From an optimization exercise on the open Yosys and OpenROAD flow, aimed at small area; shortcuts taken in it are not production practice. The RTL was checked by simulation tests, not by an equivalence proof against the original design. No activity file was given, so power comes from the tool's default toggle rates.

Setup of run 1:
==> flow/design.v <==
`timescale 1ns / 1ps
module RNG(
    input               CLK,
    input               RST,
    input               RND_IN,
    output reg [7:0]    OUT,
    output reg          WE,
    input               FULL
);
reg [7:0]           RND_DAT;
reg [2:0]           RND_SHIFT;
reg                 RND_CNT;
reg                 tog;
reg                 rd;
reg                 rd_ok;
reg                 init;
reg [10:0]          C;
wire                h    = C[0];
wire [3:0]          Q    = C[4:1];
wire [3:0]          G    = C[8:5];
wire                warm = C[10];
wire                P    = RND_CNT;
reg [7:0]           sbuf;        
reg [3:0]           sc;          
reg                 sact;        
wire edge_in  = RND_IN && !tog;
wire done     = warm && G[3];
wire cons     = !init && !done && rd;
wire cap      = cons && h;
wire cap_last = cap && (Q == 4'd12) && (G == 4'd7);
wire step     = init && !FULL;
wire mix      = init && FULL && rd;
wire [7:0] RP = RND_DAT ^ {8{P}};
wire       SP = sbuf[0] ^ P;
always @(posedge CLK)
begin
    if (!RST) begin
        rd_ok <= 0;
        init <= 0;
        WE <= 0;
    end else begin
        rd_ok <= cons | mix;
        WE <= step;
        if (done)
            init <= 1;
    end
end
always @(posedge CLK)
begin
    if (!RST)
        C <= 0;
    else if (edge_in && RND_SHIFT == 0 && !warm)
        C <= C + 1;
    else if (cons) begin
        C[0] <= !h;
        if (h) begin
            if (Q == 4'd12) begin
                C[4:1] <= 0;
                C[8:5] <= G + 1;
            end else
                C[4:1] <= Q + 1;
        end
    end else if (mix)
        C[4:1] <= Q + 1;
end
always @(posedge CLK)
begin
    if (!RST) begin
        RND_SHIFT <= 0;
        tog <= 0;
        rd <= 0;
        RND_CNT <= 0;
        RND_DAT <= 0;
    end else begin
        RND_CNT <= !RND_CNT;
        if (rd_ok)
            rd <= 0;
        if (RND_IN == 0) begin
            tog <= 0;
        end else if (tog == 0) begin
            tog <= 1;
            RND_SHIFT <= RND_SHIFT + 1;
            RND_DAT[RND_SHIFT] <= RND_DAT[RND_SHIFT] ^ RND_CNT;
            if (RND_SHIFT == 0 && warm)
                rd <= 1;
        end
    end
end
always @(posedge CLK)
begin
    if (!RST)
        sact <= 0;
    else if (cap)
        sact <= 1;
    else if (sc == 4'd15)
        sact <= 0;
end
always @(posedge CLK)
begin
    sc <= cap ? 4'd0 : sc + 4'd1;
    sbuf <= cap ? RND_DAT : {sbuf[0], sbuf[7:1]};
end
wire [7:0] o_bit;
genvar g;
generate
for (g = 0; g < 8; g = g + 1) begin : gen
    localparam [3:0] B1 = (g % 4 == 0) ? 3 : (g % 4 == 1) ? 1 : (g % 4 == 2) ? 0 : 7;
    localparam [3:0] B2 = (g % 4 == 0) ? 4 : (g % 4 == 1) ? 6 : (g % 4 == 2) ? 2 : 0;
    reg [63:0] r0;
    reg [64:0] r1;
    reg [65:0] r2;
    wire here  = sact && (G == g) && (Q != 0);
    wire here12 = sact && (G == g + 1) && (Q == 0);
    wire s0 = here && (Q <= 4'd4);
    wire s1 = here && ((Q >= 4'd5 && Q <= 4'd8) || (Q == 4'd9 && sc == B1));
    wire s2 = (here && ((Q == 4'd9 && !sc[3]) || Q >= 4'd10)) ||
              (g != 7 && here12 && (!sc[3] || sc == B2 + 8 || sc == B2 + 9));
    wire sel = r2[0] ^ P;
    wire e2 = step || s2;
    wire e0 = (step && !sel) || s0;
    wire e1 = (step && sel) || s1;
    wire m0 = mix && (Q == g);
    wire m1 = mix && (Q == g + 8);
    wire h0 = !(e0 || m0);
    wire h1 = !(e1 || m1);
    wire f0 = r0[0] ^ r0[1] ^ r0[3] ^ r0[4];
    wire f1 = r1[0] ^ r1[18];
    wire f2 = r2[0] ^ r2[1] ^ r2[9] ^ r2[10];
    assign o_bit[g] = r0[0] ^ r1[0];
    wire [63:0] n0 = {init ? f0 ^ P : SP, r0[63:1]};
    wire [64:0] n1 = {init ? f1 ^ P : SP, r1[64:1]};
    always @(posedge CLK) begin
        r0[63:10] <= ~(e0 ? n0[63:10] : r0[63:10]);
        r0[1:0]   <= ~(e0 ? n0[1:0]   : r0[1:0]);
        r0[9:2]   <= ~(({8{e0}} & n0[9:2]) | ({8{m0}} & RP) | ({8{h0}} & r0[9:2]));
        r1[64:10] <= ~(e1 ? n1[64:10] : r1[64:10]);
        r1[1:0]   <= ~(e1 ? n1[1:0]   : r1[1:0]);
        r1[9:2]   <= ~(({8{e1}} & n1[9:2]) | ({8{m1}} & RP) | ({8{h1}} & r1[9:2]));
    end
    if (g != 7) begin : l2
        wire [65:0] n2 = {init ? f2 ^ P : SP, r2[65:1]};
        always @(posedge CLK)
            r2 <= ~(e2 ? n2 : r2);
    end else begin : l2
        wire [55:0] n2l = {init ? r2[56] : SP, r2[55:1]};
        wire [9:0]  n2h = {f2 ^ P, r2[65:57]};
        always @(posedge CLK) begin
            r2[55:0] <= ~(e2 ? n2l : r2[55:0]);
            r2[65:56] <= ~(cap_last ? {RP[1:0], RP} : e2 ? n2h : r2[65:56]);
        end
    end
end
endgenerate
always @(posedge CLK)
    OUT <= o_bit;
endmodule
Settings: LEC_CHECK=0, CAP_MARGIN=0, CORE_MARGIN=2, CORE_UTILIZATION=62, CTS_BUF_LIST=sky130_fd_sc_hd__clkbuf_8, CTS_CLUSTER_DIAMETER=50, CTS_CLUSTER_SIZE=20, PLACE_DENSITY=0.75, SLEW_MARGIN=0; clock period 5.0 ns.
standard.sh (not shown) runs the stock make flow with config.mk's settings and CLKGATE_MAP_FILE= SYNTH_SCRIPT=/design/flow/synth_recipe.tcl, a recipe that flattens the netlist after the stock synthesis.
==> flow/flow/run.sh <==
#!/bin/bash
# Standard layout, with one extra step between synthesis and floorplan:
# flow/resyn.ys re-maps the combinational logic of the standard synthesis
# for area (see there); the registers and the rest of the flow are
# the standard ones.
set -euo pipefail
R=orfs/results/sky130hd/RNG/base
YOSYS=$FLOW_HOME/../tools/install/yosys/bin/yosys
[[ -x $YOSYS ]] || YOSYS=yosys

bash standard.sh synth > synth.log 2>&1
cp $R/1_2_yosys.v 1_2_yosys.std.v
$YOSYS -l resyn.log -s flow/resyn.ys > /dev/null 2>&1
cp 1_2_yosys.resyn.v $R/1_2_yosys.v
rm -f $R/1_synth.odb $R/1_synth.sdc
bash standard.sh > layout.log 2>&1
==> flow/flow/area.abc <==
strash; dch; amap; topo
==> flow/flow/resyn.ys <==
# Re-map the combinational logic of the standard synthesis for area.
# The flip-flops are kept as they are (same instances, names and cells):
# their cells are read as black boxes, every other cell as its liberty
# function, and ABC maps the logic between them with an area-oriented
# script.  The 2:1 mux cells are left out of the mapping, which makes ABC
# build the flip-flops' next-state muxes from OR-AND-invert cells with a
# shared inverted select, which are smaller.
read_liberty -ignore_miss_func /OpenROAD-flow-scripts/flow/platforms/sky130hd/lib/sky130_fd_sc_hd__tt_025C_1v80.lib
blackbox sky130_fd_sc_hd__df* sky130_fd_sc_hd__edf* sky130_fd_sc_hd__sdf* sky130_fd_sc_hd__dl*
read_verilog 1_2_yosys.std.v
hierarchy -top RNG
flatten
opt_clean
stat
abc -liberty /OpenROAD-flow-scripts/flow/platforms/sky130hd/lib/sky130_fd_sc_hd__tt_025C_1v80.lib -dont_use *mux2* -dont_use *lpflow* -dont_use *probe* -script flow/area.abc
opt_clean
stat -liberty /OpenROAD-flow-scripts/flow/platforms/sky130hd/lib/sky130_fd_sc_hd__tt_025C_1v80.lib
write_verilog -noattr 1_2_yosys.resyn.v
Run 1 closes out successfully: all stages finished, all timing, DRC and antenna checks passed.
### run 1 -> run 2
Settings: CTS_CLUSTER_SIZE changed from 20 to 22; SLEW_MARGIN changed from 0 to 20; CAP_MARGIN changed from 0 to 20.
Notes after the runs:
- Changes observed in run 2 relative to run 1: total chip power grew by 0.78%, fill cell total of the finished layout shrank by 31, wire length of the first global-routing pass held steady.
- Clock power share delta for run 2 relative to run 1: 0.5 points higher
- Summary of run 2 over run 1: headroom to the max-slew limit now larger, fraction of power consumed by combinational cells shows no meaningful change.
[inputs] run 3 vs run 2
Settings: changing CTS_CLUSTER_DIAMETER from 50 to 60; changing CTS_CLUSTER_SIZE from 22 to 18; changing CORE_UTILIZATION from 62 to 55; changing PLACE_DENSITY from 0.75 to 0.7.
Notes after the runs:
- The setup slack of run 3 is smaller than that of run 2.
- Final cell area: run 3 below run 2
- In run 3, number of well taps is higher than in run 2.
- Relative to run 2, the height of the chip of run 3 is higher by 6.1%.
- Going from run 2 to run 3, the global routing usage on met1 was found to have gone down by 3.4 points.
#### Input delta (run 4 over run 3)
--- a/flow/flow/run.sh
+++ b/flow/flow/run.sh
@@ -2,6 +2,6 @@
 # Standard layout, with one extra step between synthesis and floorplan:
 # flow/resyn.ys re-maps the combinational logic of the standard synthesis
-# for area (see there); the registers and the rest of the flow are
-# the standard ones.
+# for area (see there); the clock tree is built without dummy loads;
+# the registers and the rest of the flow are the standard ones.
 set -euo pipefail
 R=orfs/results/sky130hd/RNG/base
@@ -14,3 +14,8 @@
 cp 1_2_yosys.resyn.v $R/1_2_yosys.v
 rm -f $R/1_synth.odb $R/1_synth.sdc
-bash standard.sh > layout.log 2>&1
+# clock tree: the standard flow's settings from config.mk, without the dummy loads
+# CTS adds to balance the tree
+CTS="-sink_clustering_enable -repair_clock_nets -sink_clustering_size 18"
+CTS="$CTS -sink_clustering_max_diameter 60 -buf_list sky130_fd_sc_hd__clkbuf_8"
+CTS="$CTS -dont_use_dummy_load"
+bash standard.sh "CTS_ARGS=$CTS" finish > layout.log 2>&1
In terms of HPWL after detailed placement, run 3 and run 4 differ only marginally.
Compared with run 3, run 4 ends up with less cell area.
Diff run 3..run 4 | met2 wire length | negligible
On met3 track utilization from global routing, run 3 tracks run 4 almost exactly.
Run 4 ends up with lower transition time of the tightest slew-check pin than run 3 does.
Between run 4 and run 3, the via count figures differ only marginally.
Going from run 3 to run 4, the static leakage power was found to have gone down by 0.77%.
Run 3 has higher sum of internal, switching and leakage power than run 4.
Measured against each other, run 4 and run 3 differ in sequential share of cell area, the lower figure coming from run 3.
For the switching power, run 4 came in about 3.5% lower than run 3 did.
In the metrics for run 4 and run 3, the one carrying the lower utilization after layout is run 4.
Setup changes, run 4 to run 5
Settings: SLEW_MARGIN now 10, was 20; PLACE_DENSITY now 0.65, was 0.7; CAP_MARGIN now 10, was 20; CORE_UTILIZATION now 50, was 55.
==> flow/flow/run.sh <==
#!/bin/bash
# Standard layout, with one extra step between synthesis and floorplan:
# flow/resyn.ys re-maps the combinational logic of the standard synthesis
# for area (see there); the registers and the rest of the flow are
# the standard ones.
set -euo pipefail
R=orfs/results/sky130hd/RNG/base
YOSYS=$FLOW_HOME/../tools/install/yosys/bin/yosys
[[ -x $YOSYS ]] || YOSYS=yosys

bash standard.sh synth > synth.log 2>&1
cp $R/1_2_yosys.v 1_2_yosys.std.v
$YOSYS -l resyn.log -s flow/resyn.ys > /dev/null 2>&1
cp 1_2_yosys.resyn.v $R/1_2_yosys.v
rm -f $R/1_synth.odb $R/1_synth.sdc
bash standard.sh > layout.log 2>&1
--- outcome ---
Between run 5 and run 4, it is run 5 whose top achievable clock speed is higher, by 0.0020 GHz.
Lower final-layout clock buffer total among run 4 and run 5: run 4
Summary of run 5 over run 4: non-filler instance count after layout up 2.8%; horizontal extent of the die went up about 5%; insertion delay to the later sink of the worst-skew pair went up.
Between run 4 and run 5, core utilization is higher for run 4, run 5 comes in under that.
Power for run 5 is higher than for run 4.
Compared with run 4, in run 5 register-to-register setup slack did not really move, global-route total usage across every layer went down.

[port drivers added, routing unchanged]
How much do the figures lean on ideal ports? The routed layouts below were timed once more, with nothing changed but the port constraints. Step 1 assumes that a clkbuf_16 drives the clock port and a buf_2 every other input. Step 2 adds t to the input delays and takes it off the output delays; t is the mean of the earliest and latest rising clock arrival at the registers after step 1. Input paths then give back, and output paths get back, about the clock's delay inside the block. Three values: no drivers, after step 1, after step 2; two values: the first two.
| run | t (ns) | setup WS [ns] | worst register clock-pin slew, ns | worst data-port slew with drivers (ns) |
|---|---|---|---|---|
| run 1 | 0.807 | 1.150 / 1.150 / 0.675 | 0.12 / 0.12 | 0.08 |
| run 2 | 0.803 | 1.448 / 1.485 / 0.683 | 0.12 / 0.12 | 0.08 |
| run 3 | 0.810 | 1.380 / 1.380 / 0.635 | 0.12 / 0.12 | 0.09 |
| run 4 | 0.786 | 1.365 / 1.380 / 0.621 | 0.12 / 0.12 | 0.09 |
| run 5 | 0.808 | 1.391 / 1.391 / 0.679 | 0.11 / 0.11 | 0.10 |
After both steps every run listed still meets setup and hold. The setup slack of run 2, which loses most, moves by +0.037 ns with the drivers and by -0.765 ns with both steps.
